From an optimization exercise on the open Yosys and OpenROAD flow, aimed at small area, a short achievable clock period and few clock cycles per item; shortcuts taken in it are not production practice.
Where RTL was checked, it was by simulation tests only, not by an equivalence proof against the original.
The RTL of runs 3 to 7 was laid out without a check of its function.
No activity file was given, so power comes from the tool's default toggle rates.

[design/flow/flow/run.sh]
#!/bin/bash
# Own flow: the standard layout (standard.sh, ORFS make) with the ports
# buffered by the smallest buffer instead of the default delay buffer. The
# resizer still upsizes any port buffer that timing or slew needs.
set -euo pipefail
bash standard.sh BUFFER_PORTS_ARGS="-buffer_cell sky130_fd_sc_hd__buf_1" finish > make_finish.log 2>&1
[design/flow/standard.sh]
#!/bin/bash
# synth_recipe.tcl (not shown) runs the flow's synth.tcl, then flattens the netlist and writes it again
# the make line also repeats each setting of config.mk as NAME=value (left out here)
make -C /OpenROAD-flow-scripts/flow DESIGN_CONFIG=/design/flow/config.mk WORK_HOME=/design/flow/orfs CLKGATE_MAP_FILE= SYNTH_SCRIPT=/design/flow/synth_recipe.tcl "${@:-finish}"
[design/flow/config.mk]
export PLATFORM = sky130hd
export DESIGN_NAME = risc
export DESIGN_NICKNAME = risc
export VERILOG_FILES = /design/flow/design.v
export SDC_FILE = /design/flow/constraint.sdc
export NUM_CORES = 4
export LEC_CHECK = 0
export ABC_AREA = 1
export CAP_MARGIN = 20
export CORE_MARGIN = 2
export CORE_UTILIZATION = 40
export SETUP_SLACK_MARGIN = 4.0
export SLEW_MARGIN = 20
[design/flow/constraint.sdc]
create_clock -name core_clock -period 6.5 [get_ports {clk0}]
set_input_delay 1.3000 -clock core_clock [delete_from_list [all_inputs] [get_ports {clk0}]]
set_output_delay 1.3000 -clock core_clock [all_outputs]
set_load 0.01 [all_outputs]
[design/flow/design.v]
module inc24 (input [23:0] a, output [23:0] s);
wire c_1 = a[1] & a[0];
wire c_2 = a[3] & a[2];
wire c_3 = a[5] & a[4];
wire c_4 = a[7] & a[6];
wire c_5 = a[9] & a[8];
wire c_6 = a[11] & a[10];
wire c_7 = a[13] & a[12];
wire c_8 = a[15] & a[14];
wire c_9 = a[17] & a[16];
wire c_10 = a[19] & a[18];
wire c_11 = a[21] & a[20];
wire c_12 = a[23] & a[22];
wire c_13 = c_2 & c_1;
wire c_14 = c_4 & c_3;
wire c_15 = c_6 & c_5;
wire c_16 = c_8 & c_7;
wire c_17 = c_10 & c_9;
wire c_18 = c_12 & c_11;
wire c_19 = c_14 & c_13;
wire c_20 = c_16 & c_15;
wire c_21 = c_18 & c_17;
wire c_22 = c_20 & c_19;
wire c_23 = c_21 & c_22;
wire c_24 = c_15 & c_19;
wire c_25 = c_17 & c_22;
wire c_26 = c_3 & c_13;
wire c_27 = c_5 & c_19;
wire c_28 = c_7 & c_24;
wire c_29 = c_9 & c_22;
wire c_30 = c_11 & c_25;
wire c_31 = a[2] & c_1;
wire c_32 = a[4] & c_13;
wire c_33 = a[6] & c_26;
wire c_34 = a[8] & c_19;
wire c_35 = a[10] & c_27;
wire c_36 = a[12] & c_24;
wire c_37 = a[14] & c_28;
wire c_38 = a[16] & c_22;
wire c_39 = a[18] & c_29;
wire c_40 = a[20] & c_25;
wire c_41 = a[22] & c_30;
assign s[0] = ~a[0];
assign s[1] = a[1] ^ a[0];
assign s[2] = a[2] ^ c_1;
assign s[3] = a[3] ^ c_31;
assign s[4] = a[4] ^ c_13;
assign s[5] = a[5] ^ c_32;
assign s[6] = a[6] ^ c_26;
assign s[7] = a[7] ^ c_33;
assign s[8] = a[8] ^ c_19;
assign s[9] = a[9] ^ c_34;
assign s[10] = a[10] ^ c_27;
assign s[11] = a[11] ^ c_35;
assign s[12] = a[12] ^ c_24;
assign s[13] = a[13] ^ c_36;
assign s[14] = a[14] ^ c_28;
assign s[15] = a[15] ^ c_37;
assign s[16] = a[16] ^ c_22;
assign s[17] = a[17] ^ c_38;
assign s[18] = a[18] ^ c_29;
assign s[19] = a[19] ^ c_39;
assign s[20] = a[20] ^ c_25;
assign s[21] = a[21] ^ c_40;
assign s[22] = a[22] ^ c_30;
assign s[23] = a[23] ^ c_41;
endmodule
module add32 (input [31:0] a, input [31:0] p, input ci, output [31:0] s);
wire [31:0] g0 = a & ~p;
wire gc0 = g0[0] | (p[0] & ci);
wire g_1 = g0[1] | (p[1] & gc0);
wire g_2 = g0[3] | (p[3] & g0[2]);
wire p_2 = p[3] & p[2];
wire g_3 = g0[5] | (p[5] & g0[4]);
wire p_3 = p[5] & p[4];
wire g_4 = g0[7] | (p[7] & g0[6]);
wire p_4 = p[7] & p[6];
wire g_5 = g0[9] | (p[9] & g0[8]);
wire p_5 = p[9] & p[8];
wire g_6 = g0[11] | (p[11] & g0[10]);
wire p_6 = p[11] & p[10];
wire g_7 = g0[13] | (p[13] & g0[12]);
wire p_7 = p[13] & p[12];
wire g_8 = g0[15] | (p[15] & g0[14]);
wire p_8 = p[15] & p[14];
wire g_9 = g0[17] | (p[17] & g0[16]);
wire p_9 = p[17] & p[16];
wire g_10 = g0[19] | (p[19] & g0[18]);
wire p_10 = p[19] & p[18];
wire g_11 = g0[21] | (p[21] & g0[20]);
wire p_11 = p[21] & p[20];
wire g_12 = g0[23] | (p[23] & g0[22]);
wire p_12 = p[23] & p[22];
wire g_13 = g0[25] | (p[25] & g0[24]);
wire p_13 = p[25] & p[24];
wire g_14 = g0[27] | (p[27] & g0[26]);
wire p_14 = p[27] & p[26];
wire g_15 = g0[29] | (p[29] & g0[28]);
wire p_15 = p[29] & p[28];
wire g_16 = g0[31] | (p[31] & g0[30]);
wire p_16 = p[31] & p[30];
wire g_17 = g_2 | (p_2 & g_1);
wire g_18 = g_4 | (p_4 & g_3);
wire p_18 = p_4 & p_3;
wire g_19 = g_6 | (p_6 & g_5);
wire p_19 = p_6 & p_5;
wire g_20 = g_8 | (p_8 & g_7);
wire p_20 = p_8 & p_7;
wire g_21 = g_10 | (p_10 & g_9);
wire p_21 = p_10 & p_9;
wire g_22 = g_12 | (p_12 & g_11);
wire p_22 = p_12 & p_11;
wire g_23 = g_14 | (p_14 & g_13);
wire p_23 = p_14 & p_13;
wire g_24 = g_16 | (p_16 & g_15);
wire p_24 = p_16 & p_15;
wire g_25 = g_18 | (p_18 & g_17);
wire g_26 = g_20 | (p_20 & g_19);
wire p_26 = p_20 & p_19;
wire g_27 = g_22 | (p_22 & g_21);
wire p_27 = p_22 & p_21;
wire g_28 = g_24 | (p_24 & g_23);
wire p_28 = p_24 & p_23;
wire g_29 = g_26 | (p_26 & g_25);
wire g_30 = g_28 | (p_28 & g_27);
wire p_30 = p_28 & p_27;
wire g_31 = g_30 | (p_30 & g_29);
wire g_32 = g_27 | (p_27 & g_29);
wire g_33 = g_19 | (p_19 & g_25);
wire g_34 = g_21 | (p_21 & g_29);
wire g_35 = g_23 | (p_23 & g_32);
wire g_36 = g_3 | (p_3 & g_17);
wire g_37 = g_5 | (p_5 & g_25);
wire g_38 = g_7 | (p_7 & g_33);
wire g_39 = g_9 | (p_9 & g_29);
wire g_40 = g_11 | (p_11 & g_34);
wire g_41 = g_13 | (p_13 & g_32);
wire g_42 = g_15 | (p_15 & g_35);
wire g_43 = g0[2] | (p[2] & g_1);
wire g_44 = g0[4] | (p[4] & g_17);
wire g_45 = g0[6] | (p[6] & g_36);
wire g_46 = g0[8] | (p[8] & g_25);
wire g_47 = g0[10] | (p[10] & g_37);
wire g_48 = g0[12] | (p[12] & g_33);
wire g_49 = g0[14] | (p[14] & g_38);
wire g_50 = g0[16] | (p[16] & g_29);
wire g_51 = g0[18] | (p[18] & g_39);
wire g_52 = g0[20] | (p[20] & g_34);
wire g_53 = g0[22] | (p[22] & g_40);
wire g_54 = g0[24] | (p[24] & g_32);
wire g_55 = g0[26] | (p[26] & g_41);
wire g_56 = g0[28] | (p[28] & g_35);
wire g_57 = g0[30] | (p[30] & g_42);
assign s[0] = p[0] ^ ci;
assign s[1] = p[1] ^ gc0;
assign s[2] = p[2] ^ g_1;
assign s[3] = p[3] ^ g_43;
assign s[4] = p[4] ^ g_17;
assign s[5] = p[5] ^ g_44;
assign s[6] = p[6] ^ g_36;
assign s[7] = p[7] ^ g_45;
assign s[8] = p[8] ^ g_25;
assign s[9] = p[9] ^ g_46;
assign s[10] = p[10] ^ g_37;
assign s[11] = p[11] ^ g_47;
assign s[12] = p[12] ^ g_33;
assign s[13] = p[13] ^ g_48;
assign s[14] = p[14] ^ g_38;
assign s[15] = p[15] ^ g_49;
assign s[16] = p[16] ^ g_29;
assign s[17] = p[17] ^ g_50;
assign s[18] = p[18] ^ g_39;
assign s[19] = p[19] ^ g_51;
assign s[20] = p[20] ^ g_34;
assign s[21] = p[21] ^ g_52;
assign s[22] = p[22] ^ g_40;
assign s[23] = p[23] ^ g_53;
assign s[24] = p[24] ^ g_32;
assign s[25] = p[25] ^ g_54;
assign s[26] = p[26] ^ g_41;
assign s[27] = p[27] ^ g_55;
assign s[28] = p[28] ^ g_35;
assign s[29] = p[29] ^ g_56;
assign s[30] = p[30] ^ g_42;
assign s[31] = p[31] ^ g_57;
endmodule
`timescale 1ns / 10ps
module risc (
    input         reset,
    input         clk0,
    input  [31:0] mem_datain,
    output [23:0] paddr,
    output [31:0] mem_dataout,
    output        mem_req,
    output        mem_rdwr,
    output        halted
);
reg  [23:0] ar;     
reg  [31:0] acc;
reg  [31:0] ir;     
reg         e;      
reg         hlt;    
reg         chk;    
reg         c_jge, c_jne;           
reg         c_sto;                  
reg         c_mem;                  
reg  [2:0]  c_op;                   
reg         c_shr, c_shl;
localparam [2:0] OP_LDA = 3'b000, OP_COM = 3'b001, OP_AND = 3'b010, OP_OR  = 3'b011,
                 OP_XOR = 3'b100, OP_SWP = 3'b101, OP_ADD = 3'b110, OP_SUB = 3'b111;
wire        c_add = c_mem & c_op[2] & c_op[1];      
wire        c_ld  = c_mem & ~(c_op[2] & c_op[1]);   
assign paddr       = ar;
assign mem_dataout = acc;
assign mem_req     = ~hlt;
assign mem_rdwr    = ~(e & c_sto);
assign halted      = hlt;
wire [31:0] d  = mem_datain;
wire [7:0] o   = d[31:24];
wire       def = (o[7:4] == 4'h0);
wire       d_lda = def & (o[3:0] == 4'h0);
wire       d_sto = def & (o[3:0] == 4'h1);
wire       d_add = def & (o[3:0] == 4'h2);
wire       d_sub = def & (o[3:0] == 4'h3);
wire       d_jmp = def & (o[3:0] == 4'h4);
wire       d_jge = def & (o[3:0] == 4'h5);
wire       d_jne = def & (o[3:0] == 4'h6);
wire       d_stp = def & (o[3:0] == 4'h7);
wire       d_shr = def & (o[3:0] == 4'h8);
wire       d_shl = def & (o[3:0] == 4'h9);
wire       d_and = def & (o[3:0] == 4'ha);
wire       d_or  = def & (o[3:0] == 4'hb);
wire       d_xor = def & (o[3:0] == 4'hc);
wire       d_com = def & (o[3:0] == 4'hd);
wire       d_swp = def & (o[3:0] == 4'he);
wire       d_mem = d_lda | d_sto | d_add | d_sub | d_and | d_or | d_xor | d_com | d_swp;
wire       d_cj  = d_jge | d_jne;
wire [2:0] d_op = {d_xor | d_swp | d_add | d_sub,
                   d_and | d_or  | d_add | d_sub,
                   d_com | d_or  | d_swp | d_sub};
reg [3:0] k;
always @* begin
    case (c_op)
        OP_LDA:  k = 4'b1010;
        OP_COM:  k = 4'b0101;
        OP_AND:  k = 4'b1000;
        OP_OR:   k = 4'b1110;
        OP_XOR:  k = 4'b0110;
        OP_ADD:  k = 4'b0110;
        OP_SUB:  k = 4'b1001;
        default: k = 4'b1010;
    endcase
    if (~e) k = 4'b1010;
end
wire k_swp = e & (c_op == OP_SWP);
wire fcyc = ~e & ~hlt;
wire sign_n = c_ld ? ir[31] : c_shr ? 1'b0 : c_shl ? acc[30] : acc[31];
wire nz_n   = c_ld ? |ir : ((|acc[30:1]) | (acc[31] & ~c_shl) | (acc[0] & ~c_shr));
wire cond_n = (d_jge & ~sign_n) | (d_jne & nz_n);
wire squash = chk & ~((c_jge & ~acc[31]) | (c_jne & (|acc)));
wire [31:0] sum;
add32 adder (.a(acc), .p(ir), .ci(c_op[0]), .s(sum));
wire [31:0] acc_n =
      ({32{c_ld}}  & ir)
    | ({32{c_add}} & sum)
    | ({32{c_shr}} & {1'b0, acc[31:1]})
    | ({32{c_shl}} & {acc[30:0], 1'b0})
    | ({32{~(c_mem | c_shr | c_shl)}} & acc);
wire [23:0] ar1;
inc24 incr (.a(ar), .s(ar1));
wire [31:0] dl = (acc & d & {32{k[3]}}) | (acc & ~d & {32{k[2]}})
               | (~acc & d & {32{k[1]}}) | (~acc & ~d & {32{k[0]}});
wire [31:0] ir_n = k_swp ? {d[15:0], d[31:16]} :
                   e     ? dl : {d[31:24], ar1};
wire        jump = d_mem | d_jmp | (d_cj & (c_add | cond_n));
wire [23:0] ar_n = (e | squash) ? ir[23:0] : jump ? d[23:0] : ar1;
always @(posedge clk0)
    ir <= ir_n;
always @(posedge clk0) begin
    if (fcyc & ~squash) begin
        c_sto <= d_sto;
        c_op  <= d_op;
    end
end
always @(posedge clk0 or posedge reset) begin
    if (reset)
        acc   <= 32'h0;
    else if (fcyc)
        acc   <= acc_n;
end
always @(posedge clk0 or posedge reset) begin
    if (reset) begin
        ar    <= 24'h0;
        e     <= 1'b0;
        hlt   <= 1'b0;
        chk   <= 1'b0;
        c_jge <= 1'b0; c_jne <= 1'b0;
        c_mem <= 1'b0; c_shr <= 1'b0; c_shl <= 1'b0;
    end else if (e) begin
        ar    <= ar_n;
        e     <= 1'b0;
    end else if (squash) begin
        ar    <= ar_n;
        chk   <= 1'b0;
        c_jge <= 1'b0; c_jne <= 1'b0;
        c_mem <= 1'b0; c_shr <= 1'b0; c_shl <= 1'b0;
    end else if (~hlt) begin
        ar    <= ar_n;
        e     <= d_mem;
        hlt   <= d_stp;
        chk   <= d_cj & c_add;
        c_jge <= d_jge; c_jne <= d_jne;
        c_mem <= d_mem & ~d_sto;
        c_shr <= d_shr; c_shl <= d_shl;
    end
end
endmodule
==> results of run 1 <==
[per-stage QoR]
step,hold slack [ps],power [W]
2_1_floorplan,454,0.00130
3_3_place_gp,496,0.00154
3_5_place_dp,501,0.00154
4_1_cts,518,0.00229
5_1_grt,534,0.00246
6_report,517,0.00234
[cells by family (layout without fill, tap and decap cells)]
family / after synthesis / after routing / synth area share
AOI/OAI and AO/OA: 320 / 320 / 0.254
DFF: 100 / 100 / 0.311
and+or+nand+nor: 499 / 504 / 0.301
xor gates and xnor gates: 11 / 11 / 0.0127
other: 0 / 1 / 0
adders and majority gates: 12 / 12 / 0.0198
buffers and inverters: 191 / 298 / 0.101
[placed cells by master (no fill, tap or decap), drive strengths merged, types with 20 or more instances in the layout]
| master | count |
|---|---|
| dfrtp | 64 |
| nand2 | 277 |
| a31oi | 20 |
| buf | 137 |
| o22ai | 35 |
| inv | 132 |
| nor2 | 79 |
| dfxtp | 32 |
| nand3 | 95 |
| o21ai | 120 |
| nand4 | 22 |
| o211ai | 51 |
| a21oi | 63 |
[layout make-up]
type                            count  area (um^2)
Timing Repair Buffer              140          843
Multi-Input combinational cell    847         4930
Timing Repair inverter              2         12.5
Clock buffer                       10          239
Fill cell                        1877         9250
Antenna cell                        1         2.50
Clock inverter                      6          135
Inverter                          140          568
Tap cell                          234          293
Sequential cell                   100         2370
[flip-flops by register name, indices dropped and copies added (netlist names)]
name,count
c_sto,1
ir,32
c_op,3
acc,32
c_mem,1
hlt,1
c_shl,1
c_shr,1
ar,24
chk,1
c_jge,1
e,1
c_jne,1
[worst max-delay path by stage]
stage | start | to | slack, ps
floorplan | mem_datain[28] | ar[5]$_DFFE_PP0P_ | 3720
global placement | mem_datain[24] | ar[19]$_DFFE_PP0P_ | 2870
detailed placement | mem_datain[24] | ar[19]$_DFFE_PP0P_ | 2850
CTS | mem_datain[31] | ar[19]$_DFFE_PP0P_ | 3790
global route | ar[0]$_DFFE_PP0P_ | ar[23]$_DFFE_PP0P_ | 3660
finish | ir[7]$_DFF_P_ | ar[12]$_DFFE_PP0P_ | 3700
[power by group through the flow]
stage          Combinational [W]  Clock [W]  Sequential, W
4_1_cts                 0.000664   0.000699       0.000925
3_3_place_gp            0.000620          0       0.000922
3_5_place_dp            0.000616          0       0.000925
5_1_grt                 0.000773   0.000727       0.000957
2_1_floorplan           0.000402          0       0.000901
6_report                0.000700   0.000701       0.000939
[per-layer routing]
metal	GRT usage	up-vias	routed length [um]
met3	0.0813	90	4070
met1	0.453	4293	13500
met4	0.146	0	1300
met2	0.509	626	14800
li1	-	4153	-
met5	0.0251	-	0
[worst max-delay path: cells and delay by family, from the launching register on]
family	cells	cell delay (ps)
AO/OA/AOI/OAI	2	320
buffers and inverters	2	450
flip-flops	1	330
AND/OR/NAND/NOR	5	1560
[cells in the mapped netlist, types with 9 or more instances]
cell type  instances
o211ai_1          51
a31oi_1           19
nor2_1            75
xor2_1             9
nand2_2           14
nor3_1            12
buf_2             12
o22ai_1           35
nand3_1           92
inv_2             13
dfrtp_1           64
clkbuf_1          31
nand2_4           10
dfxtp_1           32
nand4_1           22
ha_1              12
inv_1            122
a21oi_1           62
o2111ai_1          9
o21ai_0          114
nand2_1          248
[repair_timing]
item,CTS,global route
hold endpoints to repair,0,0
gates cloned,6,1
buffers inserted,25,12
endpoints found under the setup margin,86,63
resized for setup,95,61
pin swaps,29,31
==> impl_metrics.toml, run 1 <==
[run_status]
status = "timing/DRC/antenna clean"

[clocking]
h-tree-depth = 3
cts.clk_slew.worst_paths_ps = 80
root_buffer = "clkbuf_16"
clk_latency_ps = 370
cts_hold_buffers = 0
clock_path_buffers = 2
cts_tree = "yes"
cts_sinks = 100
cts_made_buffers = 9

[place]
port_buffers = 92
gp_congestion = 0.928
dp.cells = 1419
post-place-ws_ps = 2850
dpl-instance-area_um2 = 8080
dp_hpwl_um = 22100

[pwr]
p_per_area_nw_per_um2 = 249
combPwrFrac = 0.299
ir_drop_uv = 161
seq_power_share = 0.401
p_switching_w = 0.000908
intPower_w = 0.00143
swShare = 0.388
p_leak_nw = 3.96
p_clk_frac = 0.299

[timing]
fin_crit_ps = 2800
tightest_slew_ps = 955
fin_setup_tns_ps = 0
setup_slack_ps = 3700
rsz0062_at_grt = "true"
final-setup-viol-count = 0
maxSlewViolCount = 0
slew_headroom = 0.363
period_share = 0.431
finalHoldViolations = 0
fmax_mhz = 357
clock_skew_ps = 15.5

[floorplan]
die_area_um2 = 20100
io_pins = 93
fp.dieH_um = 142
rows = 50
start_util = 0.407
dieWidth_um = 142
core_um2 = 18600

[global_route]
grt_pass1_wl_um = 50500
grt-ovfl-total = 0
antenna_found_initial = 1
grt_pass1_vias = 8294
gr-usage-all-layers = 0.336
grt_max_degree = 65

[final_layout]
area_growth_pct = 23.9
final_util = 0.504
stdcell_count = 1480
fin_area_um2 = 9400
final_net_count = 1286
drive_above_1_share = 0.168

[yosys]
synth_cells = 1133
synth_top_area_cell = "dfrtp_1"
syn_avg_cell_area_um2 = 6.70
ys_ff_latch = 100
synth_seq_area_share = 0.311
synth_area_leaders = "dfrtp_1 21%, nand2_1 12%, dfxtp_1 8.4%"
synth.distinct_cells = 51
synthArstFlopShare = 0.640
yosysWarnings = 1
synth_top_area_frac = 0.211
synth-edff-count = 4
syn_area_um2 = 7590
ys.flop_type = "dfrtp_1"
synth_nets = 1179

[route]
wl_um = 33700
avgRoutedWirePerCell_um = 22.8
drc_errors = 0
ant_nets = 0
vias = 9162
firstDrtPassIters = 6
drtIter0Drc = 1292
viasPerCell = 6.19

[worst_hold_path]
min_path_cells = 2
hp-class = "reg -> reg"
hold_start = "chk$_DFFE_PP0P_"
hold_path_end = "chk$_DFFE_PP0P_"

[worst_setup_path]
critPathKind = "reg -> reg"
crit_path_end_kind = "flip-flop"
path_cells = "inv_1 -> nand4_1 -> nor4_1 -> nand4_1 -> nand3_4 -> buf_12 -> nand2_8 -> o211ai_1 -> o211ai_1"
timing.rr.end = "ar[12]$_DFFE_PP0P_"
worst_path_largest_cell_delay_ps = 720
r2r_setup_slack_ps = 3700
worst-path-max-fanout = 11
r2r_cells = 9
critPathRequiredTime_ps = 6740
start_kind = "flip-flop"
arrival_ps = 3040
r2r-start = "ir[7]$_DFF_P_"
crit_slowest_cell = "nor4_1"

[job]
maxCapViolations = 0
Testbench counts, summed over its fixed seeds: cycles 64,424, instructions 36,867.
==> inputs of run 2 (changes only) <==
--- a/design/flow/config.mk
+++ b/design/flow/config.mk
@@ -11,3 +11,3 @@
 export CORE_UTILIZATION = 40
-export SETUP_SLACK_MARGIN = 4.0
+export SETUP_SLACK_MARGIN = 3.5
 export SLEW_MARGIN = 20
==> impl_metrics.toml, run 2 <==
[floorplan]
start_util = 0.407
dieWidth_um = 142
io_pins = 93
fp.dieH_um = 142
rows = 50
die_area_um2 = 20100
core_um2 = 18600

[timing]
final-setup-viol-count = 0
holdWs_ps = 509
fin_setup_tns_ps = 0
rsz0062_at_grt = "true"
slew_headroom = 0.370
clock_skew_ps = 10.4
tightest_slew_ps = 945
fin_crit_ps = 2990
fmax_mhz = 334
period_share = 0.460
maxSlewViolCount = 0
setup_slack_ps = 3510
finalHoldViolations = 0

[worst_setup_path]
critPathKind = "reg -> reg"
timing.rr.end = "ar[14]$_DFFE_PP0P_"
endpoint = "ar[14]$_DFFE_PP0P_"
worst-path-max-fanout = 22
cp.depth = 9
arrival_ps = 3230
r2r_setup_slack_ps = 3510
crit_path_end_kind = "flip-flop"
crit_family = "simple AND/OR/NAND/NOR gates"
r2r_cells = 9
path_common_cell = "o211ai_1"
start_kind = "flip-flop"
worst-path-buf-inv = 2
critPathRequiredTime_ps = 6740
startpoint = "c_mem$_DFFE_PP0P_"
crit_slowest_cell = "dfrtp_2"
path_cells = "inv_1 -> nor2_2 -> inv_4 -> nor3_1 -> nand4_1 -> nand3_4 -> nand2_8 -> o211ai_1 -> o211ai_1"
r2r-start = "c_mem$_DFFE_PP0P_"
worst_path_largest_cell_delay_ps = 670

[global_route]
grt_pass1_wl_um = 49400
grt-ovfl-total = 0
gr-usage-all-layers = 0.324
grt_pass1_vias = 8092
grt_max_degree = 65
antenna_found_initial = 0

[final_layout]
final_net_count = 1260
area_growth_pct = 13.7
fin_area_um2 = 8630
drive_above_1_share = 0.101
final_common_cell = "nand2_1"
reg_top3 = "acc (32), ir (32), ar (24)"
final.fill_count = 1996
antennaDiodeCount = 0
final_util = 0.463
final_cell_mix = "248 x nand2_1, 117 x inv_1, 114 x o21ai_0"

[yosys]
synth_nets = 1179
synth-edff-count = 4
synth_seq_area_share = 0.311
synth.distinct_cells = 51
yosysWarnings = 1
synth_commonest_cells = "248 x nand2_1, 122 x inv_1, 114 x o21ai_0, 92 x nand3_1, 75 x nor2_1"
ys.flop_type = "dfrtp_1"
synthArstFlopShare = 0.640
synth_cells = 1133
synth_top_area_frac = 0.211
ys_ff_latch = 100
synth_top_area_cell = "dfrtp_1"
syn_area_um2 = 7590
syn_avg_cell_area_um2 = 6.70
synth_most_common_cell = "nand2_1"
synth_area_leaders = "dfrtp_1 21%, nand2_1 12%, dfxtp_1 8.4%"

[clocking]
clock_path_buffers = 2
h-tree-depth = 3
cts_tree = "yes"
cts_made_buffers = 9
cts_sinks = 100
cts.clk_slew.worst_paths_ps = 80
root_buffer = "clkbuf_16"
clk_latency_ps = 370

[worst_hold_path]
hp-class = "reg -> reg"

[route]
ant_nets = 0
vias = 8921
drc_errors = 0
viasPerCell = 6.14
drtIter0Drc = 1350
firstDrtPassIters = 8
avgRoutedWirePerCell_um = 22.6
wl_um = 32800

[place]
post-place-ws_ps = 2890
port_buffers = 92
gp_congestion = 0.960
dp_hpwl_um = 22300
dpl-instance-area_um2 = 8070

[job]
maxCapViolations = 0

[pwr]
p_per_area_nw_per_um2 = 244
p_leak_nw = 3.69
ir_drop_uv = 156

[run_status]
status = "timing/DRC/antenna clean"
## run 2: cell counts after synthesis
Identical to the previous run, type by type.
## run 2: worst register-to-register path, cell delays in order (launching register included)
cell and delay [ps]:
dfrtp_2 670, inv_1 270, nor2_2 360, inv_4 210, nor3_1 270, nand4_1 210, nand3_4 320, nand2_8 190
o211ai_1 240, o211ai_1 120
## run 2: metrics by stage
step                total power [W]  cells
finish                      0.00211   1453
global route                0.00223   1453
CTS                         0.00207   1446
detailed placement          0.00154   1420
global placement            0.00154   1420
floorplan                   0.00130   1133
## run 2: timing repair
item | in CTS | in global routing
cloned | 2 | 2
gates resized for setup | 20 | 17
setup buffers | 8 | 5
pin swaps | 5 | 5
endpoints found under the setup margin | 49 | 50
hold buffers | 0 | 0
## run 2: layout make-up
class | instances | area, um^2 | area share
inverters | 140 | 542 | 0.0628
clock buffers | 9 | 225 | 0.0261
multi-input cells | 844 | 4590 | 0.532
well taps | 234 | 293 | 0.0339
repair inverters | 2 | 12.5 | 0.00145
repair buffers | 117 | 552 | 0.0640
flip-flops and latches | 100 | 2360 | 0.274
clock inverters | 7 | 43.8 | 0.00508
## run 2: per-layer routing
metal	share of wire	vias up	GRT usage
li1	-	4094	-
met1	0.41	4111	0.458
met2	0.43	605	0.492
met3	0.11	111	0.0506
met4	0.042	0	0.138
met5	0	-	0
## run 2: cell families after synthesis
family	synth area share
DFF	0.311
buffers and inverters	0.101
adders and majority gates	0.0198
and+or+nand+nor	0.301
AOI/OAI and AO/OA	0.254
xor gates and xnor gates	0.0127
## run 2: worst min-delay path by stage
stage                     cells past startpoint              start                 to
final                                         1  c_jge$_DFFE_PP0P_  c_jge$_DFFE_PP0P_
after global routing                          1  c_jge$_DFFE_PP0P_  c_jge$_DFFE_PP0P_
after CTS                                     1  c_jge$_DFFE_PP0P_  c_jge$_DFFE_PP0P_
after detailed placement                      1  c_jge$_DFFE_PP0P_  c_jge$_DFFE_PP0P_
after global placement                        2    chk$_DFFE_PP0P_    chk$_DFFE_PP0P_
after floorplan                               2    chk$_DFFE_PP0P_    chk$_DFFE_PP0P_
## run 2: power by group
part           switching [W]  internal (W)
clock network       0.000271      0.000258
logic               0.000425      0.000230
registers           0.000176      0.000748
total               0.000872       0.00124
==> inputs of run 3 (changes only) <==
--- a/design/flow/design.v
+++ b/design/flow/design.v
@@ -200,2 +200,3 @@
 reg  [31:0] ir;     
+reg         ir_nz;  
 reg         e;      
@@ -257,3 +258,3 @@
 wire sign_n = c_ld ? ir[31] : c_shr ? 1'b0 : c_shl ? acc[30] : acc[31];
-wire nz_n   = c_ld ? |ir : ((|acc[30:1]) | (acc[31] & ~c_shl) | (acc[0] & ~c_shr));
+wire nz_n   = c_ld ? ir_nz : ((|acc[30:1]) | (acc[31] & ~c_shl) | (acc[0] & ~c_shr));
 wire cond_n = (d_jge & ~sign_n) | (d_jne & nz_n);
@@ -276,4 +277,6 @@
 wire [23:0] ar_n = (e | squash) ? ir[23:0] : jump ? d[23:0] : ar1;
-always @(posedge clk0)
-    ir <= ir_n;
+always @(posedge clk0) begin
+    ir    <= ir_n;
+    ir_nz <= |ir_n;
+end
 always @(posedge clk0) begin
==> impl_metrics.toml, run 3 <==
[run_status]
status = "timing/DRC/antenna clean"

[worst_setup_path]
critPathRequiredTime_ps = 6750
endpoint = "ir_nz$_DFF_P_"
timing.rr.end = "ir_nz$_DFF_P_"
critPathKind = "reg -> reg"
worst-path-max-fanout = 2
r2r-start = "ar[1]$_DFFE_PP0P_"
crit_path_end_kind = "flip-flop"
arrival_ps = 3190
r2r_setup_slack_ps = 3560
r2r_cells = 22
startpoint = "ar[1]$_DFFE_PP0P_"
start_kind = "flip-flop"

[final_layout]
multi_input_area_um2 = 4750
final_net_count = 1338
reg_top3 = "acc (32), ir (32), ar (24)"
area_growth_pct = 13.5
seq_area_um2 = 2380
drive_above_1_share = 0.0964
antennaDiodeCount = 0
final.fill_count = 2096
fin_area_um2 = 9030
final_common_cell = "nand2_1"
final_cell_mix = "242 x nand2_1, 169 x inv_1, 127 x o21ai_0"

[place]
gp_congestion = 0.929
dp_hpwl_um = 21800
port_buffers = 92
dpl-instance-area_um2 = 8440

[floorplan]
start_util = 0.408
rows = 51
io_pins = 93
dieWidth_um = 145
fp.dieH_um = 145
core_um2 = 19500
die_area_um2 = 21100

[timing]
fin_setup_tns_ps = 0
finalHoldViolations = 0
slew_headroom = 0.373
maxSlewViolCount = 0
fin_crit_ps = 2940
tightest_slew_ps = 940
fmax_mhz = 341
period_share = 0.452
holdWs_ps = 504
rsz0062_at_grt = "true"
clock_skew_ps = 11.6
final-setup-viol-count = 0

[clocking]
h-tree-depth = 3
cts_made_buffers = 9
clk_latency_ps = 370
root_buffer = "clkbuf_16"
cts_tree = "yes"
cts.clk_slew.worst_paths_ps = 80
clock_path_buffers = 2
cts_hold_buffers = 0
cts_sinks = 101

[job]
maxCapViolations = 0

[yosys]
synth_cells = 1211
synth_area_leaders = "dfrtp_1 20%, nand2_1 11%, dfxtp_1 8.3%"
synth_nets = 1257
synthArstFlopShare = 0.634
yosysWarnings = 1
ys.flop_type = "dfrtp_1"
synth_seq_area_share = 0.299
syn_avg_cell_area_um2 = 6.58
synth_top_area_frac = 0.201
synth_most_common_cell = "nand2_1"
ys_ff_latch = 101
synth.distinct_cells = 54
syn_area_um2 = 7960
synth-edff-count = 4
synth_commonest_cells = "243 x nand2_1, 174 x inv_1, 128 x o21ai_0, 99 x nor2_1, 91 x nand3_1"
synth_top_area_cell = "dfrtp_1"

[pwr]
p_leak_nw = 4.17
p_total_w = 0.00180
p_per_area_nw_per_um2 = 200
ir_drop_uv = 137

[route]
viasPerCell = 5.76
wl_met2_um = 14500
drt-met1-wl_um = 13000
firstDrtPassIters = 6
avgRoutedWirePerCell_um = 19.8
wl_met3_um = 2200
top_layer = "met4"
wl_um = 30900
ant_nets = 0
drc_errors = 0
vias = 8996
drtIter0Drc = 833

[global_route]
grt_max_degree = 65
gr-usage-all-layers = 0.287
grt-ovfl-total = 0
grt_pass1_wl_um = 47600
grt_pass1_vias = 8339
antenna_found_initial = 0

[worst_hold_path]
hp-class = "reg -> reg"
==> run 3: changes by cell type after synthesis, moves of 12 or more <==
cell / change
a21oi_1: +26
a32o_1: +12
inv_1: +52
nor2_1: +24
o211ai_1: -22
o21ai_0: +14
o22ai_1: -20
==> run 3: logic make-up after synthesis <==
logic type,synth area share
flip-flops,0.299
AO/OA/AOI/OAI,0.261
XOR/XNOR,0.0165
adder cells (fa/ha/maj),0.0189
buffers and inverters,0.123
AND/OR/NAND/NOR,0.282
==> run 3: critical path: stages, from the launching register on <==
cell and delay, ps:
dfrtp_1 350, ha_2 200, nand3_2 80, inv_2 70
nand3_2 60, inv_2 80, nand3_4 90, nor2_4 110
nand3_2 100, nor2_4 120, nand2_2 100, nor2_4 110
buf_4 110, ha_1 140, xnor2_1 160, nand2_1 90
nand3_1 100, o21ai_0 130, or2_1 270, nor2_1 150
nand2_1 70, nor2_1 90, nand2_1 60
==> run 3: worst min path at each step <==
stage                           start                end  slack [ps]  cells past startpoint
floorplan             chk$_DFFE_PP0P_    chk$_DFFE_PP0P_         450                      2
global placement      chk$_DFFE_PP0P_    chk$_DFFE_PP0P_         470                      2
detailed placement    chk$_DFFE_PP0P_    chk$_DFFE_PP0P_         480                      2
CTS                   chk$_DFFE_PP0P_    chk$_DFFE_PP0P_         500                      2
global route        c_jne$_DFFE_PP0P_  c_jne$_DFFE_PP0P_         540                      1
finish                chk$_DFFE_PP0P_    chk$_DFFE_PP0P_         500                      2
==> run 3: layout make-up <==
| cell class | count | share of cell area |
|---|---|---|
| multi-input cells | 876 | 0.526 |
| flip-flops and latches | 101 | 0.264 |
| inverters | 181 | 0.0760 |
| repair buffers | 123 | 0.0657 |
| well taps | 265 | 0.0367 |
| clock buffers | 13 | 0.0299 |
| clock inverters | 3 | 0.00208 |
==> run 3: metal layers <==
| layer | global-route usage | vias up |
|---|---|---|
| li1 | - | 4262 |
| met1 | 0.378 | 4228 |
| met2 | 0.475 | 429 |
| met3 | 0.0371 | 77 |
| met4 | 0.117 | 0 |
| met5 | 0 | - |
==> run 3: report_power, final <==
| part | total (W) | internal, W | switching, W |
|---|---|---|---|
| Clock | 0.000551 | 0.000291 | 0.000260 |
| Combinational | 0.000431 | 0.000170 | 0.000261 |
| Sequential | 0.000820 | 0.000702 | 0.000118 |
==> run 3: timing repair <==
item,4_1_cts,5_1_grt
buffers inserted,9,10
hold endpoints to repair,0,0
pin swaps,6,12
gates resized for setup,12,25
gates cloned,1,0
endpoints found under the setup margin,13,36
==> run 3: metrics by stage <==
step,worst slack [ps],std cells,utilization
final,3560,1562,0.463
after global routing,3340,1562,0.463
after CTS,3460,1552,0.454
after detailed placement,3000,1526,0.432
after global placement,3060,1526,0.432
after floorplan,3600,1211,-
==> inputs of run 4 (changes only) <==
--- a/design/flow/design.v
+++ b/design/flow/design.v
@@ -67,4 +67,4 @@
 endmodule
-module add32 (input [31:0] a, input [31:0] p, input ci, output [31:0] s);
-wire [31:0] g0 = a & ~p;
+module add32 (input [31:0] a, input [31:0] p, input ge, input ci, output [31:0] s);
+wire [31:0] g0 = a & ~p & {32{ge}};
 wire gc0 = g0[0] | (p[0] & ci);
@@ -200,3 +200,2 @@
 reg  [31:0] ir;     
-reg         ir_nz;  
 reg         e;      
@@ -208,2 +207,3 @@
 reg  [2:0]  c_op;                   
+reg         c_ci;                   
 reg         c_shr, c_shl;
@@ -258,3 +258,3 @@
 wire sign_n = c_ld ? ir[31] : c_shr ? 1'b0 : c_shl ? acc[30] : acc[31];
-wire nz_n   = c_ld ? ir_nz : ((|acc[30:1]) | (acc[31] & ~c_shl) | (acc[0] & ~c_shr));
+wire nz_n   = c_ld ? |ir : ((|acc[30:1]) | (acc[31] & ~c_shl) | (acc[0] & ~c_shr));
 wire cond_n = (d_jge & ~sign_n) | (d_jne & nz_n);
@@ -262,6 +262,5 @@
 wire [31:0] sum;
-add32 adder (.a(acc), .p(ir), .ci(c_op[0]), .s(sum));
+add32 adder (.a(acc), .p(ir), .ge(c_add), .ci(c_ci), .s(sum));    
 wire [31:0] acc_n =
-      ({32{c_ld}}  & ir)
-    | ({32{c_add}} & sum)
+      ({32{c_mem}} & sum)
     | ({32{c_shr}} & {1'b0, acc[31:1]})
@@ -274,9 +273,7 @@
 wire [31:0] ir_n = k_swp ? {d[15:0], d[31:16]} :
-                   e     ? dl : {d[31:24], ar1};
+                   e     ? dl : {dl[31:24], ar1};
 wire        jump = d_mem | d_jmp | (d_cj & (c_add | cond_n));
 wire [23:0] ar_n = (e | squash) ? ir[23:0] : jump ? d[23:0] : ar1;
-always @(posedge clk0) begin
-    ir    <= ir_n;
-    ir_nz <= |ir_n;
-end
+always @(posedge clk0)
+    ir <= ir_n;
 always @(posedge clk0) begin
@@ -285,2 +282,3 @@
         c_op  <= d_op;
+        c_ci  <= d_sub;
     end
==> impl_metrics.toml, run 4 <==
[final_layout]
reg_top3 = "acc (32), ir (32), ar (24)"
final_net_count = 1338
fin_area_um2 = 9040
final_cell_mix = "241 x nand2_1, 180 x nand3_1, 167 x inv_1"
final_common_cell = "nand2_1"
final.fill_count = 2086
multi_input_area_um2 = 4710
seq_area_um2 = 2400
area_growth_pct = 14.8
drive_above_1_share = 0.0813
final_util = 0.466
stdcell_count = 1548

[worst_setup_path]
cp.depth = 19
r2r_cells = 19
crit_path_end_kind = "flip-flop"
crit_slowest_cell = "edfxtp_1"
arrival_ps = 3180
endpoint = "acc[31]$_DFFE_PP0P_"
r2r_setup_slack_ps = 3550
start_kind = "flip-flop"
timing.rr.end = "acc[31]$_DFFE_PP0P_"
crit_family = "simple AND/OR/NAND/NOR gates"
worst-path-max-fanout = 9
critPathRequiredTime_ps = 6730
startpoint = "c_op[2]$_DFFE_PP_"
worst-path-buf-inv = 2
critPathKind = "reg -> reg"
r2r-start = "c_op[2]$_DFFE_PP_"
worst_path_largest_cell_delay_ps = 550
path_cells = "nand2_2 -> nor2_4 -> buf_12 -> buf_4 -> nand4_1 -> nand3_1 -> a21oi_1 -> nand2_4 -> nand2_4 -> nand2_4 -> nand2_2 -> nand2_2 -> nand2_1 -> nand2_1 -> ha_2 -> a31oi_1 -> xor2_1 -> a2bb2oi_1 -> o22ai_1"

[job]
maxCapViolations = 0

[yosys]
syn_area_um2 = 7870
synth_cells = 1193
ys_ff_latch = 101
synth_nets = 1256
synth_top_area_cell = "dfrtp_1"
synth.distinct_cells = 43
syn_avg_cell_area_um2 = 6.60
synth_commonest_cells = "246 x nand2_1, 180 x nand3_1, 171 x inv_1, 93 x o21ai_0, 64 x dfrtp_1"
synthArstFlopShare = 0.634
synth_area_leaders = "dfrtp_1 20%, nand2_1 12%, nand3_1 11%"
synth_most_common_cell = "nand2_1"
ys.flop_type = "dfrtp_1"
yosysWarnings = 1
synth_seq_area_share = 0.304
synth-edff-count = 5
synth_top_area_frac = 0.203

[place]
dp.cells = 1505
dp_hpwl_um = 22600
dpl-instance-area_um2 = 8370
gp_congestion = 0.931
port_buffers = 92

[timing]
final-setup-viol-count = 0
fin_setup_tns_ps = 0
tightest_slew_ps = 912
finalHoldViolations = 0
fin_crit_ps = 2950
slew_headroom = 0.392
fmax_mhz = 339
maxSlewViolCount = 0
rsz0062_at_grt = "true"
period_share = 0.453
holdWs_ps = 529
clock_skew_ps = 12.3

[clocking]
h-tree-depth = 3
clk_latency_ps = 370
cts_tree = "yes"
cts_sinks = 101
clock_path_buffers = 2
cts.clk_slew.worst_paths_ps = 80
cts_made_buffers = 9
root_buffer = "clkbuf_16"
cts_hold_buffers = 0

[pwr]
p_leak_nw = 4.30
swShare = 0.336
p_switching_w = 0.000523
seq_power_share = 0.463
intPower_w = 0.00103
p_per_area_nw_per_um2 = 172
ir_drop_uv = 147
combPwrFrac = 0.187
p_clk_frac = 0.350

[floorplan]
rows = 51
core_um2 = 19400
die_area_um2 = 20800
io_pins = 93
start_util = 0.406
dieWidth_um = 144
fp.dieH_um = 144

[run_status]
status = "timing/DRC/antenna clean"

[global_route]
grt-ovfl-total = 0
grt_max_degree = 65
grt_pass1_vias = 7927
gr-usage-all-layers = 0.305
grt_pass1_wl_um = 47400
antenna_found_initial = 0

[route]
wl_met2_um = 14600
vias = 9013
viasPerCell = 5.82
avgRoutedWirePerCell_um = 20.9
drt-met1-wl_um = 13200
ant_nets = 0
firstDrtPassIters = 5
drtIter0Drc = 1216
drc_errors = 0
wl_met3_um = 3190
wl_um = 32400
top_layer = "met4"

[worst_hold_path]
hp-class = "reg -> reg"
run 4: changes by cell type after synthesis, moves of 17 or more:
cell	before	now
ha_1	12	29
o21ai_0	128	93
nand3_1	91	180
a21oi_1	88	55
nand4_1	13	42
nor2_1	99	52
o22ai_1	15	47
run 4: final cells by class:
class,count,area share
multi-input cells,860,0.521
flip-flops and latches,101,0.265
inverters,180,0.0754
repair buffers,122,0.0702
well taps,265,0.0367
clock buffers,10,0.0253
clock inverters,6,0.00526
diodes,3,0.000831
repair inverters,1,0.000554
run 4: worst reg2reg max path, cell delays in order, from the launching register on:
cell and delay, ps:
edfxtp_1 550, nand2_2 250, nor2_4 50, buf_12 140, buf_4 140, nand4_1 60
nand3_1 110, a21oi_1 250, nand2_4 120, nand2_4 90, nand2_4 60, nand2_2 70
nand2_2 50, nand2_1 60, nand2_1 50, ha_2 160, a31oi_1 160, xor2_1 180
a2bb2oi_1 180, o22ai_1 80
run 4: power by group through the flow:
stage / combinational, W / clock, W / sequential, W
floorplan: 0.000202 / 0 / 0.000703
global placement: 0.000284 / 0 / 0.000733
detailed placement: 0.000284 / 0 / 0.000731
CTS: 0.000285 / 0.000545 / 0.000719
global route: 0.000327 / 0.000570 / 0.000722
finish: 0.000291 / 0.000544 / 0.000722
run 4: metrics by stage:
step                      worst slack [ps]  power, W
after floorplan                       3600  0.000904
after global placement                3010   0.00102
after detailed placement              2960   0.00101
after CTS                             3500   0.00155
after global routing                  3470   0.00162
final                                 3550   0.00156
run 4: cells by family after synthesis:
| group | after synthesis | synth area share |
|---|---|---|
| AND/OR/NAND/NOR | 569 | 0.337 |
| flip-flops | 101 | 0.304 |
| adder cells (fa/ha/maj) | 29 | 0.0461 |
| buffers and inverters | 235 | 0.119 |
| AO/OA/AOI/OAI | 247 | 0.180 |
| XOR/XNOR | 12 | 0.0134 |
run 4: routing by layer:
layer	track usage	vias to the layer above
met5	0	-
met4	0.131	0
met3	0.0507	90
met2	0.477	498
met1	0.418	4200
li1	-	4225
run 4: repair_timing:
| action | in CTS | in global routing |
|---|---|---|
| gates resized for setup | 8 | 28 |
| pin swaps | 2 | 8 |
| setup endpoints to repair | 43 | 49 |
| setup buffers | 2 | 16 |
| gates cloned | 3 | 2 |
run 4: worst min-delay path by stage:
stage                           start           endpoint  slack [ps]  depth (start not counted)
floorplan           c_jne$_DFFE_PP0P_  c_jne$_DFFE_PP0P_         450                          2
global placement    c_jge$_DFFE_PP0P_  c_jge$_DFFE_PP0P_         530                          2
detailed placement  c_jge$_DFFE_PP0P_  c_jge$_DFFE_PP0P_         510                          2
CTS                 c_jge$_DFFE_PP0P_  c_jge$_DFFE_PP0P_         530                          2
global route        c_jge$_DFFE_PP0P_  c_jge$_DFFE_PP0P_         580                          2
finish              c_jne$_DFFE_PP0P_  c_jne$_DFFE_PP0P_         530                          2
==> inputs of run 5 (changes only) <==
--- a/design/flow/design.v
+++ b/design/flow/design.v
@@ -67,4 +67,4 @@
 endmodule
-module add32 (input [31:0] a, input [31:0] p, input ge, input ci, output [31:0] s);
-wire [31:0] g0 = a & ~p & {32{ge}};
+module add32 (input [31:0] a, input [31:0] p, input ci, output [31:0] s);
+wire [31:0] g0 = a & ~p;
 wire gc0 = g0[0] | (p[0] & ci);
@@ -200,2 +200,3 @@
 reg  [31:0] ir;     
+reg         ir_nz;  
 reg         e;      
@@ -207,4 +208,4 @@
 reg  [2:0]  c_op;                   
-reg         c_ci;                   
 reg         c_shr, c_shl;
+reg         c_clr;                  
 localparam [2:0] OP_LDA = 3'b000, OP_COM = 3'b001, OP_AND = 3'b010, OP_OR  = 3'b011,
@@ -256,5 +257,4 @@
 wire k_swp = e & (c_op == OP_SWP);
-wire fcyc = ~e & ~hlt;
-wire sign_n = c_ld ? ir[31] : c_shr ? 1'b0 : c_shl ? acc[30] : acc[31];
-wire nz_n   = c_ld ? |ir : ((|acc[30:1]) | (acc[31] & ~c_shl) | (acc[0] & ~c_shr));
+wire sign_n = ~c_clr & (c_ld ? ir[31] : c_shr ? 1'b0 : c_shl ? acc[30] : acc[31]);
+wire nz_n   = ~c_clr & (c_ld ? ir_nz : ((|acc[30:1]) | (acc[31] & ~c_shl) | (acc[0] & ~c_shr)));
 wire cond_n = (d_jge & ~sign_n) | (d_jne & nz_n);
@@ -262,8 +262,10 @@
 wire [31:0] sum;
-add32 adder (.a(acc), .p(ir), .ge(c_add), .ci(c_ci), .s(sum));    
+add32 adder (.a(acc), .p(ir), .ci(c_op[0]), .s(sum));
+wire        x_ld  = c_ld & ~e, x_add = c_add & ~e, x_shr = c_shr & ~e, x_shl = c_shl & ~e;
 wire [31:0] acc_n =
-      ({32{c_mem}} & sum)
-    | ({32{c_shr}} & {1'b0, acc[31:1]})
-    | ({32{c_shl}} & {acc[30:0], 1'b0})
-    | ({32{~(c_mem | c_shr | c_shl)}} & acc);
+      ({32{x_ld}}  & ir)
+    | ({32{x_add}} & sum)
+    | ({32{x_shr}} & {1'b0, acc[31:1]})
+    | ({32{x_shl}} & {acc[30:0], 1'b0})
+    | ({32{~(x_ld | x_add | x_shr | x_shl | c_clr)}} & acc);
 wire [23:0] ar1;
@@ -273,20 +275,22 @@
 wire [31:0] ir_n = k_swp ? {d[15:0], d[31:16]} :
-                   e     ? dl : {dl[31:24], ar1};
+                   e     ? dl : {d[31:24], ar1};
 wire        jump = d_mem | d_jmp | (d_cj & (c_add | cond_n));
 wire [23:0] ar_n = (e | squash) ? ir[23:0] : jump ? d[23:0] : ar1;
-always @(posedge clk0)
-    ir <= ir_n;
 always @(posedge clk0) begin
-    if (fcyc & ~squash) begin
+    ir    <= ir_n;
+    ir_nz <= |ir_n;
+end
+always @(posedge clk0) begin
+    if (~e) begin
         c_sto <= d_sto;
         c_op  <= d_op;
-        c_ci  <= d_sub;
     end
 end
-always @(posedge clk0 or posedge reset) begin
+always @(posedge clk0)
+    acc <= acc_n;
+always @(posedge clk0 or posedge reset)
     if (reset)
-        acc   <= 32'h0;
-    else if (fcyc)
-        acc   <= acc_n;
-end
+        c_clr <= 1'b1;
+    else if (~e)
+        c_clr <= 1'b0;
 always @(posedge clk0 or posedge reset) begin
@@ -299,18 +303,16 @@
         c_mem <= 1'b0; c_shr <= 1'b0; c_shl <= 1'b0;
-    end else if (e) begin
-        ar    <= ar_n;
-        e     <= 1'b0;
-    end else if (squash) begin
-        ar    <= ar_n;
-        chk   <= 1'b0;
-        c_jge <= 1'b0; c_jne <= 1'b0;
-        c_mem <= 1'b0; c_shr <= 1'b0; c_shl <= 1'b0;
-    end else if (~hlt) begin
+    end else begin
         ar    <= ar_n;
-        e     <= d_mem;
-        hlt   <= d_stp;
-        chk   <= d_cj & c_add;
-        c_jge <= d_jge; c_jne <= d_jne;
-        c_mem <= d_mem & ~d_sto;
-        c_shr <= d_shr; c_shl <= d_shl;
+        if (e) begin
+            e     <= 1'b0;
+        end else begin
+            e     <= ~squash & ~hlt & d_mem;
+            hlt   <= hlt | (~squash & d_stp);
+            chk   <= ~squash & d_cj & c_add;
+            c_jge <= ~squash & d_jge;
+            c_jne <= ~squash & d_jne;
+            c_mem <= ~squash & d_mem & ~d_sto;
+            c_shr <= ~squash & d_shr;
+            c_shl <= ~squash & d_shl;
+        end
     end
==> impl_metrics.toml, run 5 <==
[run_status]
status = "timing/DRC/antenna clean"

[global_route]
grt_pass1_wl_um = 43800
gr-usage-all-layers = 0.289
antenna_found_initial = 1
grt_max_degree = 49
grt_pass1_vias = 7476
grt-ovfl-total = 0

[yosys]
synth_cells = 1139
synth_area_leaders = "dfxtp_1 17%, nand2_1 12%, dfrtp_1 11%"
syn_area_um2 = 7510
synth.distinct_cells = 54
synth-edff-count = 4
synth_most_common_cell = "nand2_1"
synth_nets = 1185
synth_seq_area_share = 0.300
ys_ff_latch = 102
synth_commonest_cells = "248 x nand2_1, 165 x inv_1, 124 x nor2_1, 65 x dfxtp_1, 65 x o21ai_0"
synth_top_area_frac = 0.173
synth_top_area_cell = "dfxtp_1"
ys.flop_type = "dfxtp_1"
yosysWarnings = 1
syn_avg_cell_area_um2 = 6.59
synthArstFlopShare = 0.324

[worst_setup_path]
r2r_setup_slack_ps = 3570
timing.rr.end = "ir_nz$_DFF_P_"
crit_path_end_kind = "flip-flop"
critPathRequiredTime_ps = 6820
critPathKind = "reg -> reg"
r2r-start = "e$_DFF_PP0_"
worst-path-max-fanout = 42
arrival_ps = 3250
r2r_cells = 12
start_kind = "flip-flop"

[route]
avgRoutedWirePerCell_um = 20.2
drt-met1-wl_um = 12700
wl_met2_um = 12800
firstDrtPassIters = 6
viasPerCell = 5.72
drc_errors = 0
drtIter0Drc = 1071
vias = 8300
wl_um = 29300
top_layer = "met5"
wl_met3_um = 3160
ant_nets = 0

[timing]
tightest_slew_ps = 1090
maxSlewViolCount = 0
fin_setup_tns_ps = 0
rsz0062_at_grt = "true"
slew_headroom = 0.274
fmax_mhz = 341
period_share = 0.451
fin_crit_ps = 2930
clock_skew_ps = 10.7
final-setup-viol-count = 0
finalHoldViolations = 0

[floorplan]
io_pins = 93
dieWidth_um = 141
core_um2 = 18600
fp.dieH_um = 141
die_area_um2 = 19900
rows = 50
start_util = 0.404

[pwr]
p_leak_nw = 3.91
p_per_area_nw_per_um2 = 385
p_total_w = 0.00329
ir_drop_uv = 162

[clocking]
cts.clk_slew.worst_paths_ps = 70
cts_tree = "yes"
h-tree-depth = 3
cts_hold_buffers = 0
clk_latency_ps = 370
clock_path_buffers = 2
cts_made_buffers = 9
root_buffer = "clkbuf_16"
cts_sinks = 102

[place]
gp_congestion = 0.946
dp_hpwl_um = 21300
port_buffers = 92

[final_layout]
antennaDiodeCount = 0
final_net_count = 1259
final_common_cell = "nand2_1"
drive_above_1_share = 0.115
reg_top3 = "acc (32), ir (32), ar (24)"
final_cell_mix = "248 x nand2_1, 164 x inv_1, 117 x nor2_1"
final.fill_count = 2001
area_growth_pct = 13.9

[job]
maxCapViolations = 0

[worst_hold_path]
min_path_cells = 1
hp-class = "reg -> reg"
hold_start = "hlt$_DFFE_PP0N_"
hold_path_end = "e$_DFF_PP0_"
run 5: cell count changes after synthesis, moves of 18 or more:
cell and delta:
dfrtp_1 -32, nand3_1 -128, nand4_1 -29, nor2_1 +72, o22ai_1 -18, o21ai_0 -28, o21ai_1 +54, dfxtp_1 +33
run 5: worst max-delay path, cell delays in order (launching register included):
cell and delay [ps]:
dfrtp_4 840, nand3_2 730, inv_1 490, nand2_1 100, nand3_1 100, nand3_1 90
nand3_1 110, o21ai_1 100, nand2_1 110, nor2_1 50, nand3_1 70, nor2_1 40
nand2_1 40
run 5: cell type report:
| type | instances | area, um^2 | area share |
|---|---|---|---|
| Clock inverter | 4 | 28.8 | 0.00337 |
| Sequential cell | 102 | 2250 | 0.264 |
| Timing Repair Buffer | 111 | 558 | 0.0653 |
| Clock buffer | 12 | 256 | 0.0300 |
| Multi-Input combinational cell | 814 | 4500 | 0.526 |
| Inverter | 175 | 664 | 0.0777 |
| Tap cell | 234 | 293 | 0.0342 |
run 5: worst max path at each step:
| stage | cells past startpoint | slack, ps | endpoint | from |
|---|---|---|---|---|
| floorplan | 22 | 3740 | ir_nz$_DFF_P_ | ar[0]$_DFF_PP0_ |
| global placement | 11 | 2540 | ir_nz$_DFF_P_ | e$_DFF_PP0_ |
| detailed placement | 11 | 2460 | ir_nz$_DFF_P_ | e$_DFF_PP0_ |
| CTS | 25 | 3440 | ir_nz$_DFF_P_ | ar[0]$_DFF_PP0_ |
| global route | 25 | 3340 | ir_nz$_DFF_P_ | ar[0]$_DFF_PP0_ |
| finish | 12 | 3570 | ir_nz$_DFF_P_ | e$_DFF_PP0_ |
run 5: kinds of logic after synthesis:
group                    count (synthesis)  synth area share
XOR/XNOR                                11            0.0128
AO/OA/AOI/OAI                          309             0.266
buffers and inverters                  224             0.124
adder cells (fa/ha/maj)                 12            0.0200
flip-flops                             102             0.300
AND/OR/NAND/NOR                        481             0.277
run 5: what timing repair did:
item,in CTS,in global routing
pin swaps,9,10
endpoints found under the setup margin,71,40
setup buffers,6,5
resized for setup,22,21
gates cloned,1,2
run 5: report_power, final:
group	total [W]	switching, W	leakage, nW	internal [W]
registers	0.00120	0.000339	0.985	0.000863
clock network	0.000548	0.000265	0.143	0.000283
logic	0.00154	0.00100	2.78	0.000540
total	0.00329	0.00161	3.91	0.00169
run 5: layer usage:
layer  global-route usage  up-vias
li1                     -     3971
met1                0.408     3812
met2                0.441      468
met3               0.0635       47
met4               0.0916        2
met5                    0        -
run 5: through the flow:
| stage | hold slack (ps) | setup slack (ps) | std cells | instance area [um^2] | utilization |
|---|---|---|---|---|---|
| finish | 460 | 3570 | 1452 | 8550 | 0.460 |
| global route | 496 | 3340 | 1452 | 8550 | 0.460 |
| CTS | 464 | 3440 | 1445 | 8380 | 0.451 |
| detailed placement | 453 | 2460 | 1422 | 7950 | 0.428 |
| global placement | 458 | 2540 | 1422 | 7950 | 0.428 |
| floorplan | 458 | 3740 | 1139 | 7510 | - |
==> inputs of run 6 (changes only) <==
--- a/design/flow/config.mk
+++ b/design/flow/config.mk
@@ -11,2 +11,3 @@
 export CORE_UTILIZATION = 40
+export CTS_BUF_LIST = sky130_fd_sc_hd__clkbuf_8
 export SETUP_SLACK_MARGIN = 3.5
==> impl_metrics.toml, run 6 <==
[final_layout]
reg_top3 = "acc (32), ir (32), ar (24)"
area_growth_pct = 12.9
final_common_cell = "nand2_1"
final_cell_mix = "248 x nand2_1, 165 x inv_1, 116 x nor2_1"
drive_above_1_share = 0.116
final_net_count = 1258
antennaDiodeCount = 0
stdcell_count = 1451

[worst_setup_path]
endpoint = "ir_nz$_DFF_P_"
arrival_ps = 3310
crit_family = "simple AND/OR/NAND/NOR gates"
r2r-start = "e$_DFF_PP0_"
r2r_cells = 12
timing.rr.end = "ir_nz$_DFF_P_"
critPathRequiredTime_ps = 6860
path_cells = "nand3_2 -> inv_1 -> nand2_1 -> nand3_1 -> nand3_1 -> nand3_1 -> o21ai_1 -> nand2_1 -> nor2_1 -> nand3_1 -> nor2_1 -> nand2_1"
r2r_setup_slack_ps = 3550
crit_path_end_kind = "flip-flop"
crit_slowest_cell = "dfrtp_4"
start_kind = "flip-flop"
worst-path-buf-inv = 1
cp.depth = 12
path_common_cell = "nand3_1"
worst-path-max-fanout = 42
startpoint = "e$_DFF_PP0_"
critPathKind = "reg -> reg"
worst_path_largest_cell_delay_ps = 850

[timing]
maxSlewViolCount = 0
final-setup-viol-count = 0
fin_setup_tns_ps = 0
fmax_mhz = 339
slew_headroom = 0.288
clock_skew_ps = 15.2
finalHoldViolations = 0
tightest_slew_ps = 1070
period_share = 0.454
fin_crit_ps = 2950
rsz0062_at_grt = "true"

[global_route]
gr-usage-all-layers = 0.289
grt_max_degree = 49
grt_pass1_wl_um = 43600
antenna_found_initial = 0
grt-ovfl-total = 0
grt_pass1_vias = 7499

[floorplan]
start_util = 0.404
rows = 50
io_pins = 93
core_um2 = 18600
fp.dieH_um = 141
dieWidth_um = 141
die_area_um2 = 19900

[route]
viasPerCell = 5.76
ant_nets = 0
wl_um = 29300
firstDrtPassIters = 5
vias = 8361
drtIter0Drc = 1149
drc_errors = 0
avgRoutedWirePerCell_um = 20.2

[yosys]
synth-edff-count = 4
synth_top_area_frac = 0.173
synth_top_area_cell = "dfxtp_1"
ys.flop_type = "dfxtp_1"
synth_cells = 1139
synth_commonest_cells = "248 x nand2_1, 165 x inv_1, 124 x nor2_1, 65 x dfxtp_1, 65 x o21ai_0"
yosysWarnings = 1
ys_ff_latch = 102
synth_area_leaders = "dfxtp_1 17%, nand2_1 12%, dfrtp_1 11%"
synthArstFlopShare = 0.324
synth.distinct_cells = 54
syn_avg_cell_area_um2 = 6.59
syn_area_um2 = 7510
synth_seq_area_share = 0.300
synth_nets = 1185
synth_most_common_cell = "nand2_1"

[clocking]
cts.clk_slew.worst_paths_ps = 110
cts_made_buffers = 9
root_buffer = "clkbuf_8"
cts_hold_buffers = 0
clk_latency_ps = 400
clock_path_buffers = 2
cts_tree = "yes"
h-tree-depth = 3
cts_sinks = 102

[pwr]
p_leak_nw = 3.87
p_per_area_nw_per_um2 = 373
ir_drop_uv = 161

[place]
gp_congestion = 0.946
dp.cells = 1422
dp_hpwl_um = 21300
port_buffers = 92

[run_status]
status = "timing/DRC/antenna clean"

[worst_hold_path]
hp-class = "reg -> reg"

[job]
maxCapViolations = 0
-- run 6: cell counts after synthesis --
No cell type changed its count.
-- run 6: timing repair --
item,in CTS,in global routing
buffers inserted,6,4
gates cloned,1,2
pin swaps,9,12
setup endpoints to repair,71,40
resized for setup,21,26
-- run 6: power by group --
part / internal, W / total, W / switching [W]
Clock: 0.000161 / 0.000409 / 0.000248
Combinational: 0.000543 / 0.00155 / 0.00101
Sequential: 0.000862 / 0.00120 / 0.000342
-- run 6: how the worst min path moves through the flow --
stage / startpoint / endpoint / slack, ps / cells past startpoint
after detailed placement: hlt$_DFFE_PP0N_ / e$_DFF_PP0_ / 450 / 1
final: hlt$_DFFE_PP0N_ / e$_DFF_PP0_ / 460 / 1
after global routing: hlt$_DFFE_PP0N_ / e$_DFF_PP0_ / 500 / 1
after CTS: hlt$_DFFE_PP0N_ / e$_DFF_PP0_ / 470 / 1
after floorplan: c_clr$_DFFE_PP1N_ / c_clr$_DFFE_PP1N_ / 460 / 2
after global placement: hlt$_DFFE_PP0N_ / e$_DFF_PP0_ / 460 / 1
-- run 6: cells by family after synthesis --
kind of cell | synth area share
AO/OA/AOI/OAI | 0.266
buffers and inverters | 0.124
adder cells (fa/ha/maj) | 0.0200
flip-flops | 0.300
AND/OR/NAND/NOR | 0.277
XOR/XNOR | 0.0128
-- run 6: worst register-to-register path, stage by stage, from the launching register on --
cell     delay [ps]
dfrtp_4         850
nand3_2         740
inv_1           520
nand2_1         100
nand3_1         100
nand3_1          90
nand3_1         110
o21ai_1         100
nand2_1         110
nor2_1           50
nand3_1          70
nor2_1           50
nand2_1          40
-- run 6: layer usage --
metal  share of wire  GRT usage
met1            0.45      0.409
met4           0.031      0.101
met5               0          0
met2            0.43      0.442
met3           0.092     0.0523
-- run 6: cell type report --
cell class,instances,area [um^2]
multi-input combinational,814,4530
clock buffer,11,151
sequential,102,2250
tap,234,293
timing repair buffer,110,549
clock inverter,5,32.5
inverter,175,664
fill,2005,10100
-- run 6: through the flow --
stage	total power (W)	util	area [um^2]	worst slack (ps)	hold WS (ps)
3_5_place_dp	0.00268	0.428	7950	2460	453
6_report	0.00316	0.456	8480	3550	462
3_3_place_gp	0.00267	0.428	7950	2540	458
2_1_floorplan	0.00211	-	7510	3740	458
4_1_cts	0.00311	0.446	8280	3420	469
5_1_grt	0.00339	0.456	8480	3350	501
==> inputs of run 7 (changes only) <==
--- a/design/flow/config.mk
+++ b/design/flow/config.mk
@@ -10,4 +10,4 @@
 export CORE_MARGIN = 2
-export CORE_UTILIZATION = 40
-export CTS_BUF_LIST = sky130_fd_sc_hd__clkbuf_8
+export CORE_UTILIZATION = 55
+export PLACE_DENSITY = 0.75
 export SETUP_SLACK_MARGIN = 3.5
==> impl_metrics.toml, run 7 <==
[run_status]
status = "timing/DRC/antenna clean"

[clocking]
cts_made_buffers = 9
cts_sinks = 102
root_buffer = "clkbuf_16"
cts_tree = "yes"
cts.clk_slew.worst_paths_ps = 80
clock_path_buffers = 2
cts_hold_buffers = 0
h-tree-depth = 3
clk_latency_ps = 370

[floorplan]
rows = 42
io_pins = 93
fp.dieH_um = 121
dieWidth_um = 121
die_area_um2 = 14600
core_um2 = 13300
start_util = 0.565

[pwr]
seq_power_share = 0.359
combPwrFrac = 0.451
intPower_w = 0.00178
p_total_w = 0.00338
swShare = 0.472
ir_drop_uv = 229
p_leak_nw = 3.93
p_per_area_nw_per_um2 = 394
p_clk_frac = 0.190
p_switching_w = 0.00159

[worst_setup_path]
arrival_ps = 3290
worst-path-max-fanout = 41
start_kind = "flip-flop"
critPathKind = "reg -> reg"
crit_path_end_kind = "flip-flop"
r2r_cells = 12
critPathRequiredTime_ps = 6770
r2r_setup_slack_ps = 3470
timing.rr.end = "ir_nz$_DFF_P_"
r2r-start = "e$_DFF_PP0_"

[route]
drtIter0Drc = 1259
wl_um = 27800
firstDrtPassIters = 8
avgRoutedWirePerCell_um = 19.9
vias = 8651
ant_nets = 0
viasPerCell = 6.20
drc_errors = 0

[timing]
fmax_mhz = 330
maxSlewViolCount = 0
fin_setup_tns_ps = 0
final-setup-viol-count = 0
setup_slack_ps = 3470
rsz0062_at_grt = "true"
tightest_slew_ps = 1130
finalHoldViolations = 0
clock_skew_ps = 10.3
fin_crit_ps = 3030
period_share = 0.466
holdWs_ps = 458
slew_headroom = 0.248

[yosys]
yosysWarnings = 1
synth_nets = 1185
syn_area_um2 = 7510
synth_cells = 1139
ys_ff_latch = 102
synth-edff-count = 4
synth_area_leaders = "dfxtp_1 17%, nand2_1 12%, dfrtp_1 11%"
synth_top_area_frac = 0.173
synth.distinct_cells = 54
synth_commonest_cells = "248 x nand2_1, 165 x inv_1, 124 x nor2_1, 65 x dfxtp_1, 65 x o21ai_0"
synth_seq_area_share = 0.300
synth_top_area_cell = "dfxtp_1"
syn_avg_cell_area_um2 = 6.59
synthArstFlopShare = 0.324
ys.flop_type = "dfxtp_1"
synth_most_common_cell = "nand2_1"

[final_layout]
final_cell_mix = "248 x nand2_1, 163 x inv_1, 118 x nor2_1"
area_growth_pct = 14.0
final_util = 0.644
antennaDiodeCount = 0
reg_top3 = "acc (32), ir (32), ar (24)"
drive_above_1_share = 0.110
final_net_count = 1261
final_common_cell = "nand2_1"

[global_route]
antenna_found_initial = 0
grt-ovfl-total = 0
grt_pass1_wl_um = 41600
grt_max_degree = 49
gr-usage-all-layers = 0.372
grt_pass1_vias = 7660

[place]
dp_hpwl_um = 19500
gp_congestion = 1.00
post-place-ws_ps = 2950
port_buffers = 92

[worst_hold_path]
hold_path_end = "e$_DFF_PP0_"
hold_start = "hlt$_DFFE_PP0N_"
min_path_cells = 1
hp-class = "reg -> reg"

[job]
maxCapViolations = 0
[run 7: layout make-up]
cell class / count / area, um^2
tap: 176 / 220
clock inverter: 7 / 119
clock buffer: 9 / 225
sequential: 102 / 2250
multi-input combinational: 813 / 4470
timing repair buffer: 114 / 613
fill: 1249 / 4740
inverter: 175 / 664
[run 7: worst max-delay path by stage]
stage                          startpoint             to  slack [ps]  cells past startpoint
after floorplan           ar[0]$_DFF_PP0_  ir_nz$_DFF_P_        3740                     22
after global placement        e$_DFF_PP0_  ir_nz$_DFF_P_        2910                     12
after detailed placement      e$_DFF_PP0_  ir_nz$_DFF_P_        2950                     12
after CTS                 ar[1]$_DFF_PP0_  ir_nz$_DFF_P_        3340                     25
after global routing      ar[1]$_DFF_PP0_  ir_nz$_DFF_P_        3290                     25
final                         e$_DFF_PP0_  ir_nz$_DFF_P_        3470                     12
[run 7: kinds of logic (layout without fill, tap and decap cells)]
kind of cell / after synthesis / in the layout / share of synthesized area
AOI/OAI and AO/OA: 309 / 309 / 0.266
buffers and inverters: 224 / 305 / 0.124
xor gates and xnor gates: 11 / 11 / 0.0128
adders and majority gates: 12 / 12 / 0.0200
and+or+nand+nor: 481 / 481 / 0.277
DFF: 102 / 102 / 0.300
[run 7: metal layers]
metal | track usage | vias to the layer above | share of wire
met3 | 0.0991 | 98 | 0.13
met5 | 0 | - | 0
met1 | 0.503 | 3971 | 0.39
li1 | - | 3982 | -
met2 | 0.559 | 600 | 0.43
met4 | 0.154 | 0 | 0.044
[run 7: repair_timing]
action / CTS / global route
setup buffers: 9 / 3
pin swaps: 10 / 14
gates cloned: 0 / 2
endpoints found under the setup margin: 60 / 26
resized for setup: 11 / 23
[run 7: critical path: stages (launching register included)]
cell	delay, ps
dfrtp_4	740
inv_2	400
nor3_4	250
buf_4	350
inv_4	260
nand2_1	130
inv_1	60
a22oi_2	170
nand2_1	90
nor2_1	190
nand2_1	90
nor2_1	90
nand2_1	60
[run 7: metrics by stage]
stage                     cells  cell area, um^2
final                      1396             8560
after global routing       1396             8560
after CTS                  1390             8360
after detailed placement   1365             7880
after global placement     1365             7880
after floorplan            1139             7510
[run 7: power by group through the flow]
stage                     Clock [W]  Combinational, W  Sequential [W]
final                      0.000640           0.00152         0.00121
after global routing       0.000673           0.00168         0.00123
after CTS                  0.000645           0.00147         0.00118
after detailed placement          0           0.00144         0.00120
after global placement            0           0.00143         0.00119
after floorplan                   0          0.000962         0.00115

re-timing with driven ports:
Ports are ideal in the flow. The routed layouts listed here were re-timed in OpenROAD.
Step 1, drivers: a clkbuf_16 drives clk0 and a buf_2 each remaining input, both assumed.
Step 2 times the ports against the registers' clock, not the clock port: input delays grow and output delays shrink by t, the midpoint of the rising clock arrivals with the driver on.
Slacks: ideal / step 1 / step 2; pairs: ideal / step 1.
run	shift t [ns]	setup slack, ns
run 1	0.406	3.701 / 3.701 / 3.405
run 2	0.409	3.509 / 3.509 / 3.187
run 3	0.406	3.564 / 3.564 / 3.261
run 4	0.401	3.553 / 3.553 / 3.238
run 5	0.408	3.566 / 3.566 / 3.191
run 6	0.435	3.549 / 3.549 / 3.185
run 7	0.405	3.474 / 3.474 / 3.195
After both steps setup and hold are still met in every run listed.
